This design comes from an exercise in tuning for a short achievable clock period and few clock cycles on the open sky130 flow, not from production work.
Where RTL was checked, it was by simulation tests only, not by an equivalence proof against the original.

==> inputs of run a <==
==> flow/design.v <==
module cpu (
	input clk,
	input reset,
	output [15:0] o_mem_addr,
	output o_mem_rd,
	output o_mem_wr,
	input  [15:0] i_mem_rddata,
	output [15:0] o_mem_wrdata
);
	logic [15:0] addr_q, wdata_q;
	logic        rd_q, wr_q;
	assign o_mem_addr   = addr_q;
	assign o_mem_rd     = rd_q;
	assign o_mem_wr     = wr_q;
	assign o_mem_wrdata = wdata_q;
	logic [15:0] nfa_q;      
	logic        pend_q;
	logic        fly_q;      
	logic        arv_q;      
	logic [15:0] arpc_q;     
	localparam int NC = 14;
	localparam int C_MV = 0, C_ADD = 1, C_SUB = 2, C_CMP = 3, C_LD = 4, C_ST = 5,
	               C_HI = 6, C_BR = 7, C_JZ = 8, C_JN = 9, C_CALL = 10, C_TIMM = 11,
	               C_NXT = 12, C_WR = 13;
	logic [2:0]         v_q;
	logic [2:0][15:0]   qw_q;
	logic [2:0][15:0]   qnpc_q;
	logic [2:0][15:0]   qtg_q;
	logic [2:0][7:0]    qxo_q;
	logic [2:0][7:0]    qyo_q;
	logic [2:0][7:0]    qtm_q;
	logic [2:0][NC-1:0] qc_q;
	logic               hz_q;    
	logic       ldb_q, lda_q;
	logic [7:0] ldbo_q, ldao_q;
	logic [7:0][15:0] r_q;
	logic             n_q, z_q;
	function automatic logic [15:0] rsel(input logic [7:0][15:0] r, input logic [7:0] o);
		rsel = '0;
		for (int i = 0; i < 8; i++) rsel = rsel | (r[i] & {16{o[i]}});
	endfunction
	logic [15:0]   iw;
	logic [NC-1:0] c;
	logic [7:0]    xo, yo;
	logic          ii;
	assign iw = qw_q[0];
	assign c  = qc_q[0];
	assign xo = qxo_q[0];
	assign yo = qyo_q[0];
	assign ii = iw[4];
	logic ex, setf;
	assign ex   = v_q[0] & ~hz_q;
	assign setf = ex & (c[C_ADD] | c[C_SUB]);
	logic [15:0] rx, ry, imm8, opb, sum, xtg;
	assign rx = rsel(r_q, xo);
	assign ry = rsel(r_q, yo);
	assign imm8 = {{8{iw[15]}}, iw[15:8]};
	assign opb  = ii ? imm8 : ry;
	logic [16:0] sum_c;
	assign sum_c = {rx, 1'b1} + {opb ^ {16{c[C_SUB]}}, c[C_SUB]};
	assign sum = sum_c[16:1];
	logic zf;
	assign zf = c[C_SUB] ? (rx == opb) : ((rx ^ opb) == {rx[14:0] | opb[14:0], 1'b0});
	logic taken, xred;
	assign taken = ~(c[C_JZ] | c[C_JN]) | (c[C_JZ] & z_q) | (c[C_JN] & n_q);
	assign xred  = ex & c[C_BR] & taken & ~c[C_NXT];
	assign xtg   = c[C_TIMM] ? qtg_q[0] : rx;
	logic        wex;
	logic [7:0]  wxo;
	logic [15:0] wxd, wxf;
	assign wex = ex & c[C_WR];
	assign wxo = c[C_CALL] ? 8'h80 : xo;
	assign wxf = c[C_MV] ? opb : (c[C_HI] ? {iw[15:8], rx[7:0]} : qnpc_q[0]);
	assign wxd = (c[C_ADD] | c[C_SUB]) ? sum : wxf;
	logic [15:0]   aw;
	logic [3:0]    aop;
	logic          aii;
	logic [NC-1:0] ac;
	logic [7:0]    axo, ayo, atm;
	logic [15:0]   aoff, anpc, atgi, arx, atg;
	assign aw  = i_mem_rddata;
	assign aop = aw[3:0];
	assign aii = aw[4];
	always_comb begin
		for (int i = 0; i < 8; i++) begin
			axo[i] = (aw[7:5] == i[2:0]);
			ayo[i] = (aw[10:8] == i[2:0]);
		end
	end
	assign aoff = aii ? {{4{aw[15]}}, aw[15:5], 1'b0} : 16'd0;
	assign anpc = arpc_q + 16'd2;
	assign atgi = anpc + aoff;
	logic a_br, a_j, a_jz, a_jn, a_call, a_nxt, a_safe, a_res, a_tk, ared;
	logic fwd, fwd_slow, a_usex, a_usey;
	assign a_j    = (aop == 4'h8);
	assign a_jz   = (aop == 4'h9);
	assign a_jn   = (aop == 4'hA);
	assign a_call = (aop == 4'hC);
	assign a_br   = a_j | a_jz | a_jn | a_call;
	assign a_nxt  = (aii & (aw[15:5] == 11'd0)) | (~aii & a_call & (aw[7:5] == 3'd7));
	assign a_usex = ~(a_br & aii);
	assign a_usey = ~aii & ~aop[3] & ~(aop[2] & aop[1]);
	assign atm    = (axo & {8{a_usex}}) | (ayo & {8{a_usey}}) | {a_call, 7'd0};
	assign fwd  = wex & |(wxo & axo);
	assign fwd_slow = fwd & (c[C_ADD] | c[C_SUB]);
	assign arx  = fwd ? wxf : rsel(r_q, axo);
	assign atg  = aii ? atgi : arx;
	assign a_safe = ((a_j | a_call) & aii) |
	                (~v_q[1] & (~v_q[0] | ex) &
	                 ~(~aii & ((ldb_q & |(ldbo_q & axo)) | (ex & c[C_LD] & |(xo & axo)) | fwd_slow)) &
	                 ~((a_jz | a_jn) & setf));
	assign a_res  = arv_q & ~xred & a_br & a_safe;
	assign a_tk   = a_j | a_call | (a_jz & z_q) | (a_jn & n_q);
	assign ared   = a_res & a_tk & ~a_nxt;
	always_comb begin
		ac = '0;
		ac[C_MV]  = (aop == 4'h0);
		ac[C_ADD] = (aop == 4'h1);
		ac[C_SUB] = (aop == 4'h2) | (aop == 4'h3);
		ac[C_CMP] = (aop == 4'h3);
		ac[C_LD]  = (aop == 4'h4);
		ac[C_ST]  = (aop == 4'h5);
		ac[C_HI]  = (aop == 4'h6);
		ac[C_BR]  = a_br & ~a_safe;    
		ac[C_JZ]  = a_jz;
		ac[C_JN]  = a_jn;
		ac[C_CALL] = a_call;
		ac[C_TIMM] = aii | (a_call & (aw[7:5] == 3'd7));
		ac[C_NXT]  = a_nxt;
		ac[C_WR]   = (aop == 4'h0) | (aop == 4'h1) | (aop == 4'h2) | (aop == 4'h6) | a_call;
	end
	logic       enq, memop, arv_n, can_fetch, issue, redir;
	logic [2:0] v_rm, v_n, wpos;
	logic [15:0] nxt;
	assign enq    = arv_q & ~xred & ~(a_res & ~a_call);
	assign v_rm   = ex ? {1'b0, v_q[2:1]} : v_q;
	assign wpos   = {v_rm[1] & ~v_rm[2], v_rm[0] & ~v_rm[1], ~v_rm[0]};
	assign v_n    = xred ? 3'd0 : (v_rm | (wpos & {3{enq}}));
	assign arv_n  = fly_q & ~xred & ~ared;
	assign memop  = ex & (c[C_LD] | c[C_ST]);
	assign can_fetch = ({2'b0, v_rm[0]} + {2'b0, v_rm[1]} + {2'b0, v_rm[2]} +
	                    {2'b0, arv_q} + {2'b0, fly_q & ~xred}) <= 3'd2;
	assign issue  = ~memop & (can_fetch | xred);
	assign redir  = xred | ared;
	assign nxt    = pend_q ? nfa_q : nfa_q + 16'd2;
	logic [7:0] ntm;
	logic       ldb_n, hz_n;
	assign ntm   = (ex | ~v_q[0]) ? (v_q[1] & ex ? qtm_q[1] : atm) : qtm_q[0];
	assign ldb_n = ex & c[C_LD];
	assign hz_n  = (ldb_n & |(ntm & xo)) | (ldb_q & |(ntm & ldbo_q));
	always_ff @(posedge clk or posedge reset) begin
		if (reset) begin
			addr_q <= 16'd0;
			wdata_q <= 16'd0;
			rd_q <= 1'b1;
			wr_q <= 1'b0;
			nfa_q <= 16'd0;
			pend_q <= 1'b0;
			fly_q <= 1'b1;
			arv_q <= 1'b0;
			arpc_q <= 16'd0;
			v_q <= 3'd0;
			qw_q <= '0;
			qnpc_q <= '0;
			qtg_q <= '0;
			qxo_q <= '0;
			qyo_q <= '0;
			qtm_q <= '0;
			qc_q <= '0;
			hz_q <= 1'b0;
			ldb_q <= 1'b0;
			lda_q <= 1'b0;
			ldbo_q <= 8'd0;
			ldao_q <= 8'd0;
			r_q <= '0;
			n_q <= 1'b0;
			z_q <= 1'b0;
		end else begin
			rd_q <= 1'b0;
			wr_q <= 1'b0;
			fly_q <= 1'b0;
			if (memop) begin
				rd_q <= c[C_LD];
				wr_q <= c[C_ST];
				wdata_q <= rx;
			end else if (issue) begin
				rd_q <= 1'b1;
				fly_q <= 1'b1;
			end
			if (ared & issue) addr_q <= atg;
			else if (memop)   addr_q <= ry;
			else if (xred)    addr_q <= xtg;
			else              addr_q <= nxt;
			if (ared)         nfa_q <= atg;
			else if (xred)    nfa_q <= xtg;
			else if (issue)   nfa_q <= nxt;
			if (issue)        pend_q <= 1'b0;
			else if (redir)   pend_q <= 1'b1;
			arv_q <= arv_n;
			arpc_q <= addr_q;
			v_q <= v_n;
			hz_q <= hz_n;
			if (ex) begin
				for (int i = 0; i < 2; i++) begin
					qw_q[i] <= qw_q[i+1];
					qnpc_q[i] <= qnpc_q[i+1];
					qtg_q[i] <= qtg_q[i+1];
					qxo_q[i] <= qxo_q[i+1];
					qyo_q[i] <= qyo_q[i+1];
					qtm_q[i] <= qtm_q[i+1];
					qc_q[i] <= qc_q[i+1];
				end
			end
			for (int i = 0; i < 3; i++) begin
				if (arv_q && wpos[i]) begin
					qw_q[i] <= aw;
					qnpc_q[i] <= anpc;
					qtg_q[i] <= atgi;
					qxo_q[i] <= axo;
					qyo_q[i] <= ayo;
					qtm_q[i] <= atm;
					qc_q[i] <= ac;
				end
			end
			ldb_q <= ldb_n;
			ldbo_q <= xo;
			lda_q <= ldb_q;
			ldao_q <= ldbo_q;
			for (int i = 0; i < 8; i++) begin
				if (lda_q && ldao_q[i]) r_q[i] <= i_mem_rddata;
				else if (wex && wxo[i]) r_q[i] <= wxd;
			end
			if (setf) begin
				n_q <= sum[15];
				z_q <= zf;
			end
		end
	end
endmodule
==> flow/flow/run.sh <==
#!/bin/bash
set -euo pipefail
bash standard.sh SETUP_SLACK_MARGIN=7 finish > make_finish.log 2>&1
==> flow/standard.sh <==
#!/bin/bash
# synth_recipe.tcl (not shown) runs the flow's synth.tcl, then flattens the netlist and writes it again
# the make line also repeats each setting of config.mk as NAME=value (left out here)
make -C /OpenROAD-flow-scripts/flow DESIGN_CONFIG=/design/flow/config.mk WORK_HOME=/design/flow/orfs CLKGATE_MAP_FILE= SYNTH_SCRIPT=/design/flow/synth_recipe.tcl "${@:-finish}"
==> flow/config.mk <==
export PLATFORM = sky130hd
export DESIGN_NAME = cpu
export DESIGN_NICKNAME = cpu
export VERILOG_FILES = /design/flow/design.v
export SDC_FILE = /design/flow/constraint.sdc
export NUM_CORES = 4
export LEC_CHECK = 0
export CAP_MARGIN = 20
export CORE_MARGIN = 2
export CORE_UTILIZATION = 30
export SLEW_MARGIN = 20
==> flow/constraint.sdc <==
create_clock -name core_clock -period 10.0 [get_ports {clk}]
set_input_delay 2.0000 -clock core_clock [delete_from_list [all_inputs] [get_ports {clk}]]
set_output_delay 2.0000 -clock core_clock [all_outputs]
set_load 0.01 [all_outputs]
==> inputs of run b, as changes to run a <==
--- a/flow/design.v
+++ b/flow/design.v
@@ -25,11 +25,15 @@
 	logic [2:0]         v_q;
 	logic [2:0][15:0]   qw_q;
 	logic [2:0][15:0]   qnpc_q;
-	logic [2:0][15:0]   qtg_q;
 	logic [2:0][7:0]    qxo_q;
 	logic [2:0][7:0]    qyo_q;
 	logic [2:0][7:0]    qtm_q;
 	logic [2:0][NC-1:0] qc_q;
+	logic [2:0][15:0]   qa_q;    
+	logic [2:0][15:0]   qb_q;    
+	logic [2:0]         qfa_q;   
+	logic [2:0]         qfb_q;   
+	logic [15:0]        wres_q;  
 	logic               hz_q;    
 	logic       ldb_q, lda_q;
 	logic [7:0] ldbo_q, ldao_q;
@@ -51,20 +55,20 @@
 	logic ex, setf;
 	assign ex   = v_q[0] & ~hz_q;
 	assign setf = ex & (c[C_ADD] | c[C_SUB]);
-	logic [15:0] rx, ry, imm8, opb, sum, xtg;
-	assign rx = rsel(r_q, xo);
-	assign ry = rsel(r_q, yo);
-	assign imm8 = {{8{iw[15]}}, iw[15:8]};
-	assign opb  = ii ? imm8 : ry;
-	logic [16:0] sum_c;
-	assign sum_c = {rx, 1'b1} + {opb ^ {16{c[C_SUB]}}, c[C_SUB]};
-	assign sum = sum_c[16:1];
+	logic [15:0] rx, ry, opb, sum, xtg;
+	assign rx  = qfa_q[0] ? wres_q : qa_q[0];
+	assign opb = qfb_q[0] ? wres_q : qb_q[0];
+	assign ry  = opb;
+	cpu_add #(.W(16)) u_alu (.a(rx), .b(opb ^ {16{c[C_SUB]}}), .ci(c[C_SUB]), .s(sum), .co());
 	logic zf;
 	assign zf = c[C_SUB] ? (rx == opb) : ((rx ^ opb) == {rx[14:0] | opb[14:0], 1'b0});
 	logic taken, xred;
 	assign taken = ~(c[C_JZ] | c[C_JN]) | (c[C_JZ] & z_q) | (c[C_JN] & n_q);
 	assign xred  = ex & c[C_BR] & taken & ~c[C_NXT];
-	assign xtg   = c[C_TIMM] ? qtg_q[0] : rx;
+	logic [15:0] xoff, xtgi;
+	assign xoff  = ii ? {{4{iw[15]}}, iw[15:5], 1'b0} : 16'd0;
+	cpu_add #(.W(16)) u_xtg (.a(qnpc_q[0]), .b(xoff), .ci(1'b0), .s(xtgi), .co());
+	assign xtg   = c[C_TIMM] ? xtgi : rx;
 	logic        wex;
 	logic [7:0]  wxo;
 	logic [15:0] wxd, wxf;
@@ -77,7 +81,7 @@
 	logic          aii;
 	logic [NC-1:0] ac;
 	logic [7:0]    axo, ayo, atm;
-	logic [15:0]   aoff, anpc, atgi, arx, atg;
+	logic [15:0]   anpc, atgi, arx, atg;
 	assign aw  = i_mem_rddata;
 	assign aop = aw[3:0];
 	assign aii = aw[4];
@@ -87,9 +91,13 @@
 			ayo[i] = (aw[10:8] == i[2:0]);
 		end
 	end
-	assign aoff = aii ? {{4{aw[15]}}, aw[15:5], 1'b0} : 16'd0;
-	assign anpc = arpc_q + 16'd2;
-	assign atgi = anpc + aoff;
+	logic [6:0]  ahi_p, ahi_m;
+	logic        afit;
+	assign anpc  = arpc_q + 16'd2;
+	assign ahi_p = anpc[15:9] + 7'd1;
+	assign ahi_m = anpc[15:9] - 7'd1;
+	assign afit  = (aw[15:12] == 4'h0) | (aw[15:12] == 4'hF);
+	cpu_atg u_atg (.npc(anpc), .hi_p(ahi_p), .hi_m(ahi_m), .imm(aw[12:5]), .t(atgi));
 	logic a_br, a_j, a_jz, a_jn, a_call, a_nxt, a_safe, a_res, a_tk, ared;
 	logic fwd, fwd_slow, a_usex, a_usey;
 	assign a_j    = (aop == 4'h8);
@@ -103,14 +111,23 @@
 	assign atm    = (axo & {8{a_usex}}) | (ayo & {8{a_usey}}) | {a_call, 7'd0};
 	assign fwd  = wex & |(wxo & axo);
 	assign fwd_slow = fwd & (c[C_ADD] | c[C_SUB]);
-	assign arx  = fwd ? wxf : rsel(r_q, axo);
+	logic [15:0] rfx, rfy, aqa, aqb;
+	logic        afa, afb;
+	cpu_rmux u_rfx (.r(r_q), .i(aw[7:5]), .o(rfx));
+	cpu_rmux u_rfy (.r(r_q), .i(aw[10:8]), .o(rfy));
+	assign arx  = fwd ? wxf : rfx;
+	assign aqa  = rfx;
+	assign aqb  = aii ? {{8{aw[15]}}, aw[15:8]} : rfy;
+	assign afa  = fwd;
+	assign afb  = ~aii & wex & |(wxo & ayo);
 	assign atg  = aii ? atgi : arx;
-	assign a_safe = ((a_j | a_call) & aii) |
+	assign a_safe = ((a_j | a_call) & aii & afit) |
 	                (~v_q[1] & (~v_q[0] | ex) &
+	                 ~(aii & ~afit) &
 	                 ~(~aii & ((ldb_q & |(ldbo_q & axo)) | (ex & c[C_LD] & |(xo & axo)) | fwd_slow)) &
-	                 ~((a_jz | a_jn) & setf));
+	                 ~(a_jn & setf));
 	assign a_res  = arv_q & ~xred & a_br & a_safe;
-	assign a_tk   = a_j | a_call | (a_jz & z_q) | (a_jn & n_q);
+	assign a_tk   = a_j | a_call | (a_jz & (setf ? zf : z_q)) | (a_jn & n_q);
 	assign ared   = a_res & a_tk & ~a_nxt;
 	always_comb begin
 		ac = '0;
@@ -148,6 +165,25 @@
 	assign ntm   = (ex | ~v_q[0]) ? (v_q[1] & ex ? qtm_q[1] : atm) : qtm_q[0];
 	assign ldb_n = ex & c[C_LD];
 	assign hz_n  = (ldb_n & |(ntm & xo)) | (ldb_q & |(ntm & ldbo_q));
+	logic [2:0][15:0] sna, snb;
+	logic [2:0]       snfa, snfb;
+	for (genvar i = 0; i < 3; i++) begin : g_snoop
+		localparam int J = (i < 2) ? i + 1 : i;
+		logic [15:0] sa, sb;
+		logic [7:0]  so, sy;
+		logic        sbr, sfa, sfb;
+		assign sfa = ex ? qfa_q[J] : qfa_q[i];
+		assign sfb = ex ? qfb_q[J] : qfb_q[i];
+		assign sa  = ex ? qa_q[J] : qa_q[i];
+		assign sb  = ex ? qb_q[J] : qb_q[i];
+		assign so  = ex ? qxo_q[J] : qxo_q[i];
+		assign sy  = ex ? qyo_q[J] : qyo_q[i];
+		assign sbr = ex ? ~qw_q[J][4] : ~qw_q[i][4];
+		assign snfa[i] = wex & |(wxo & so);
+		assign snfb[i] = sbr & wex & |(wxo & sy);
+		assign sna[i]  = (lda_q & |(ldao_q & so)) ? i_mem_rddata : (sfa ? wres_q : sa);
+		assign snb[i]  = (sbr & lda_q & |(ldao_q & sy)) ? i_mem_rddata : (sfb ? wres_q : sb);
+	end
 	always_ff @(posedge clk or posedge reset) begin
 		if (reset) begin
 			addr_q <= 16'd0;
@@ -162,11 +198,15 @@
 			v_q <= 3'd0;
 			qw_q <= '0;
 			qnpc_q <= '0;
-			qtg_q <= '0;
 			qxo_q <= '0;
 			qyo_q <= '0;
 			qtm_q <= '0;
 			qc_q <= '0;
+			qa_q <= '0;
+			qb_q <= '0;
+			qfa_q <= '0;
+			qfb_q <= '0;
+			wres_q <= '0;
 			hz_q <= 1'b0;
 			ldb_q <= 1'b0;
 			lda_q <= 1'b0;
@@ -200,11 +240,24 @@
 			arpc_q <= addr_q;
 			v_q <= v_n;
 			hz_q <= hz_n;
+			for (int i = 0; i < 3; i++) begin
+				if (arv_q && wpos[i]) begin
+					qa_q[i] <= aqa;
+					qb_q[i] <= aqb;
+					qfa_q[i] <= afa;
+					qfb_q[i] <= afb;
+				end else begin
+					qa_q[i] <= sna[i];
+					qb_q[i] <= snb[i];
+					qfa_q[i] <= snfa[i];
+					qfb_q[i] <= snfb[i];
+				end
+			end
+			wres_q <= wxd;
 			if (ex) begin
 				for (int i = 0; i < 2; i++) begin
 					qw_q[i] <= qw_q[i+1];
 					qnpc_q[i] <= qnpc_q[i+1];
-					qtg_q[i] <= qtg_q[i+1];
 					qxo_q[i] <= qxo_q[i+1];
 					qyo_q[i] <= qyo_q[i+1];
 					qtm_q[i] <= qtm_q[i+1];
@@ -215,7 +268,6 @@
 				if (arv_q && wpos[i]) begin
 					qw_q[i] <= aw;
 					qnpc_q[i] <= anpc;
-					qtg_q[i] <= atgi;
 					qxo_q[i] <= axo;
 					qyo_q[i] <= ayo;
 					qtm_q[i] <= atm;
@@ -237,3 +289,50 @@
 		end
 	end
 endmodule
+module cpu_add #(parameter int W = 16) (
+	input  [W-1:0] a,
+	input  [W-1:0] b,
+	input          ci,
+	output [W-1:0] s,
+	output         co
+);
+	logic [W-1:0] g0, p0;
+	assign g0 = a & b;
+	assign p0 = a ^ b;
+	localparam int L = $clog2(W + 1);
+	logic [L:0][W:0] g, p;
+	assign g[0] = {g0, ci};
+	assign p[0] = {p0, 1'b0};
+	for (genvar l = 0; l < L; l++) begin : g_lvl
+		for (genvar i = 0; i <= W; i++) begin : g_bit
+			if (i >= (1 << l)) begin : g_m
+				assign g[l+1][i] = g[l][i] | (p[l][i] & g[l][i - (1 << l)]);
+				assign p[l+1][i] = p[l][i] & p[l][i - (1 << l)];
+			end else begin : g_p
+				assign g[l+1][i] = g[l][i];
+				assign p[l+1][i] = p[l][i];
+			end
+		end
+	end
+	assign s  = p0 ^ g[L][W-1:0];
+	assign co = g[L][W];
+endmodule
+module cpu_atg (
+	input  [15:0] npc,
+	input  [6:0]  hi_p,
+	input  [6:0]  hi_m,
+	input  [7:0]  imm,
+	output [15:0] t
+);
+	logic [7:0] lo;
+	logic       cy;
+	cpu_add #(.W(8)) u_add (.a(npc[8:1]), .b(imm), .ci(1'b0), .s(lo), .co(cy));
+	assign t = {(cy == imm[7]) ? npc[15:9] : (cy ? hi_p : hi_m), lo, npc[0]};
+endmodule
+module cpu_rmux (
+	input  [7:0][15:0] r,
+	input  [2:0]       i,
+	output [15:0]      o
+);
+	assign o = r[i];
+endmodule
ABC_AREA = 1   (was default)
SYNTH_HIERARCHICAL = 1   (was default)
SYNTH_MINIMUM_KEEP_SIZE = 0   (was default)
==> inputs of run c, as changes to run a <==
--- a/flow/design.v
+++ b/flow/design.v
@@ -30,6 +30,8 @@
 	logic [2:0][7:0]    qyo_q;
 	logic [2:0][7:0]    qtm_q;
 	logic [2:0][NC-1:0] qc_q;
+	logic [2:0][15:0]   qa_q;    
+	logic [2:0][15:0]   qb_q;    
 	logic               hz_q;    
 	logic       ldb_q, lda_q;
 	logic [7:0] ldbo_q, ldao_q;
@@ -51,14 +53,11 @@
 	logic ex, setf;
 	assign ex   = v_q[0] & ~hz_q;
 	assign setf = ex & (c[C_ADD] | c[C_SUB]);
-	logic [15:0] rx, ry, imm8, opb, sum, xtg;
-	assign rx = rsel(r_q, xo);
-	assign ry = rsel(r_q, yo);
-	assign imm8 = {{8{iw[15]}}, iw[15:8]};
-	assign opb  = ii ? imm8 : ry;
-	logic [16:0] sum_c;
-	assign sum_c = {rx, 1'b1} + {opb ^ {16{c[C_SUB]}}, c[C_SUB]};
-	assign sum = sum_c[16:1];
+	logic [15:0] rx, ry, opb, sum, xtg;
+	assign rx  = qa_q[0];
+	assign opb = qb_q[0];
+	assign ry  = qb_q[0];
+	cpu_add #(.W(16)) u_alu (.a(rx), .b(opb ^ {16{c[C_SUB]}}), .ci(c[C_SUB]), .s(sum), .co());
 	logic zf;
 	assign zf = c[C_SUB] ? (rx == opb) : ((rx ^ opb) == {rx[14:0] | opb[14:0], 1'b0});
 	logic taken, xred;
@@ -87,9 +86,16 @@
 			ayo[i] = (aw[10:8] == i[2:0]);
 		end
 	end
-	assign aoff = aii ? {{4{aw[15]}}, aw[15:5], 1'b0} : 16'd0;
-	assign anpc = arpc_q + 16'd2;
-	assign atgi = anpc + aoff;
+	logic [11:0] atlo;
+	logic [3:0]  ahi, ahi_p, ahi_m;
+	assign anpc  = arpc_q + 16'd2;
+	assign ahi   = anpc[15:12];
+	assign ahi_p = anpc[15:12] + 4'd1;
+	assign ahi_m = anpc[15:12] - 4'd1;
+	logic acy;
+	cpu_add #(.W(11)) u_atg (.a(anpc[11:1]), .b(aw[15:5]), .ci(1'b0), .s(atlo[11:1]), .co(acy));
+	assign atlo[0] = anpc[0];
+	assign atgi = {(acy == aw[15]) ? ahi : (acy ? ahi_p : ahi_m), atlo};
 	logic a_br, a_j, a_jz, a_jn, a_call, a_nxt, a_safe, a_res, a_tk, ared;
 	logic fwd, fwd_slow, a_usex, a_usey;
 	assign a_j    = (aop == 4'h8);
@@ -103,7 +109,12 @@
 	assign atm    = (axo & {8{a_usex}}) | (ayo & {8{a_usey}}) | {a_call, 7'd0};
 	assign fwd  = wex & |(wxo & axo);
 	assign fwd_slow = fwd & (c[C_ADD] | c[C_SUB]);
-	assign arx  = fwd ? wxf : rsel(r_q, axo);
+	logic [15:0] rfx, rfy, aqa, aqb;
+	assign rfx  = rsel(r_q, axo);
+	assign rfy  = rsel(r_q, ayo);
+	assign arx  = fwd ? wxf : rfx;
+	assign aqa  = fwd ? wxd : rfx;
+	assign aqb  = aii ? {{8{aw[15]}}, aw[15:8]} : ((wex & |(wxo & ayo)) ? wxd : rfy);
 	assign atg  = aii ? atgi : arx;
 	assign a_safe = ((a_j | a_call) & aii) |
 	                (~v_q[1] & (~v_q[0] | ex) &
@@ -148,6 +159,22 @@
 	assign ntm   = (ex | ~v_q[0]) ? (v_q[1] & ex ? qtm_q[1] : atm) : qtm_q[0];
 	assign ldb_n = ex & c[C_LD];
 	assign hz_n  = (ldb_n & |(ntm & xo)) | (ldb_q & |(ntm & ldbo_q));
+	logic [2:0][15:0] sna, snb;
+	for (genvar i = 0; i < 3; i++) begin : g_snoop
+		localparam int J = (i < 2) ? i + 1 : i;
+		logic [15:0] sa, sb;
+		logic [7:0]  so, sy;
+		logic        sbr;
+		assign sa  = ex ? qa_q[J] : qa_q[i];
+		assign sb  = ex ? qb_q[J] : qb_q[i];
+		assign so  = ex ? qxo_q[J] : qxo_q[i];
+		assign sy  = ex ? qyo_q[J] : qyo_q[i];
+		assign sbr = ex ? ~qw_q[J][4] : ~qw_q[i][4];
+		assign sna[i] = (wex & |(wxo & so)) ? wxd :
+		                (lda_q & |(ldao_q & so)) ? i_mem_rddata : sa;
+		assign snb[i] = (sbr & wex & |(wxo & sy)) ? wxd :
+		                (sbr & lda_q & |(ldao_q & sy)) ? i_mem_rddata : sb;
+	end
 	always_ff @(posedge clk or posedge reset) begin
 		if (reset) begin
 			addr_q <= 16'd0;
@@ -167,6 +194,8 @@
 			qyo_q <= '0;
 			qtm_q <= '0;
 			qc_q <= '0;
+			qa_q <= '0;
+			qb_q <= '0;
 			hz_q <= 1'b0;
 			ldb_q <= 1'b0;
 			lda_q <= 1'b0;
@@ -200,6 +229,15 @@
 			arpc_q <= addr_q;
 			v_q <= v_n;
 			hz_q <= hz_n;
+			for (int i = 0; i < 3; i++) begin
+				if (arv_q && wpos[i]) begin
+					qa_q[i] <= aqa;
+					qb_q[i] <= aqb;
+				end else begin
+					qa_q[i] <= sna[i];
+					qb_q[i] <= snb[i];
+				end
+			end
 			if (ex) begin
 				for (int i = 0; i < 2; i++) begin
 					qw_q[i] <= qw_q[i+1];
@@ -237,3 +275,31 @@
 		end
 	end
 endmodule
+module cpu_add #(parameter int W = 16) (
+	input  [W-1:0] a,
+	input  [W-1:0] b,
+	input          ci,
+	output [W-1:0] s,
+	output         co
+);
+	logic [W-1:0] g0, p0;
+	assign g0 = a & b;
+	assign p0 = a ^ b;
+	localparam int L = $clog2(W + 1);
+	logic [L:0][W:0] g, p;
+	assign g[0] = {g0, ci};
+	assign p[0] = {p0, 1'b0};
+	for (genvar l = 0; l < L; l++) begin : g_lvl
+		for (genvar i = 0; i <= W; i++) begin : g_bit
+			if (i >= (1 << l)) begin : g_m
+				assign g[l+1][i] = g[l][i] | (p[l][i] & g[l][i - (1 << l)]);
+				assign p[l+1][i] = p[l][i] & p[l][i - (1 << l)];
+			end else begin : g_p
+				assign g[l+1][i] = g[l][i];
+				assign p[l+1][i] = p[l][i];
+			end
+		end
+	end
+	assign s  = p0 ^ g[L][W-1:0];
+	assign co = g[L][W];
+endmodule
==> results.ini <==
[finish]
sh_seq_area = 0.3020
nFillCells = 11857

[setup_path]
crit_family = simple AND/OR/NAND/NOR gates
r2r_start = qfb_q[0]$_DFF_PP0_
reg2reg_slack_ps = 6510

[grt]
grtUsageTotal = 0.2560

[placed_design]
gp_congestion = 0.9789

[route]
wl_met1_mm = 64.29

[timing]
fin_crit_sh = 0.3602

[outcome]
status = finished clean

[clock_network]
cts.sinks = 534

Source of the figures above: run b

==> results.ini <==
[clock_network]
cts.sinks = 452
cts_setup_buffers = 150

[finish]
seqCellArea_sq_mm = 0.01133
layout_commonest_cell = dfrtp_1
nFillCells = 8219

[grt]
grtUsageTotal = 0.2391

[route]
wl_met1_mm = 43.44

[placed_design]
gp_congestion = 0.9666

[floorplan]
die_w_microns = 298.2
dieArea_sq_mm = 0.08891

[yosys]
synthFlopType = dfrtp_1

[setup_path]
crit_family = simple AND/OR/NAND/NOR gates
reg2reg_slack_ps = 5940

[outcome]
status = finished clean

Source of the figures above: run a

==> results.ini <==
[setup_path]
r2r_start = arpc_q[1]$_DFF_PP0_
reg2reg_slack_ps = 5580
crit_family = compound AO/OA/AOI/OAI gates

[timing]
fin_crit_sh = 0.4517
rsz0062_at_grt = yes
fin_skew_ps = 35.43

[outcome]
status = finished clean

[clock_network]
cts.sinks = 548

[route]
wl_met1_mm = 55.66

[finish]
seqCellArea_sq_mm = 0.01373
sh_seq_area = 0.3156

[placed_design]
gp_congestion = 0.9346

Source of the figures above: run c

Testbench counts of run a, summed over its fixed seeds: cycles 44,815.
Testbench counts of run b, summed over its fixed seeds: cycles 44,460.
Only the layout flow was run in run c; the RTL was not checked for function there.

[static timing again, ports no longer ideal]
No port has a modelled driver above. Below, the same layouts with a new extraction and two added sets of constraints.
Step 1, drivers: a clkbuf_16 drives clk and a buf_2 each remaining input, both assumed.
Step 2 adds t to the input delays and takes it off the output delays; t is the mean of the earliest and latest rising clock arrival at the registers after step 1. Input paths then give back, and output paths get back, about the clock's delay inside the block.
a / b / c = no drivers / after step 1 / after step 2; a / b = the first two.
| run | t (ns) | setup slack, ns | worst register clock-pin slew, ns |
|---|---|---|---|
| run a | 0.679 | 5.944 / 5.944 / 5.268 | 0.07 / 0.07 |
| run b | 0.732 | 6.398 / 6.190 / 5.458 | 0.07 / 0.07 |
| run c | 0.695 | 5.483 / 5.506 / 4.811 | 0.06 / 0.06 |
After both steps every run listed still meets setup and hold. The setup slack of run b, which loses most, moves by -0.208 ns with the drivers and by -0.940 ns with both steps.
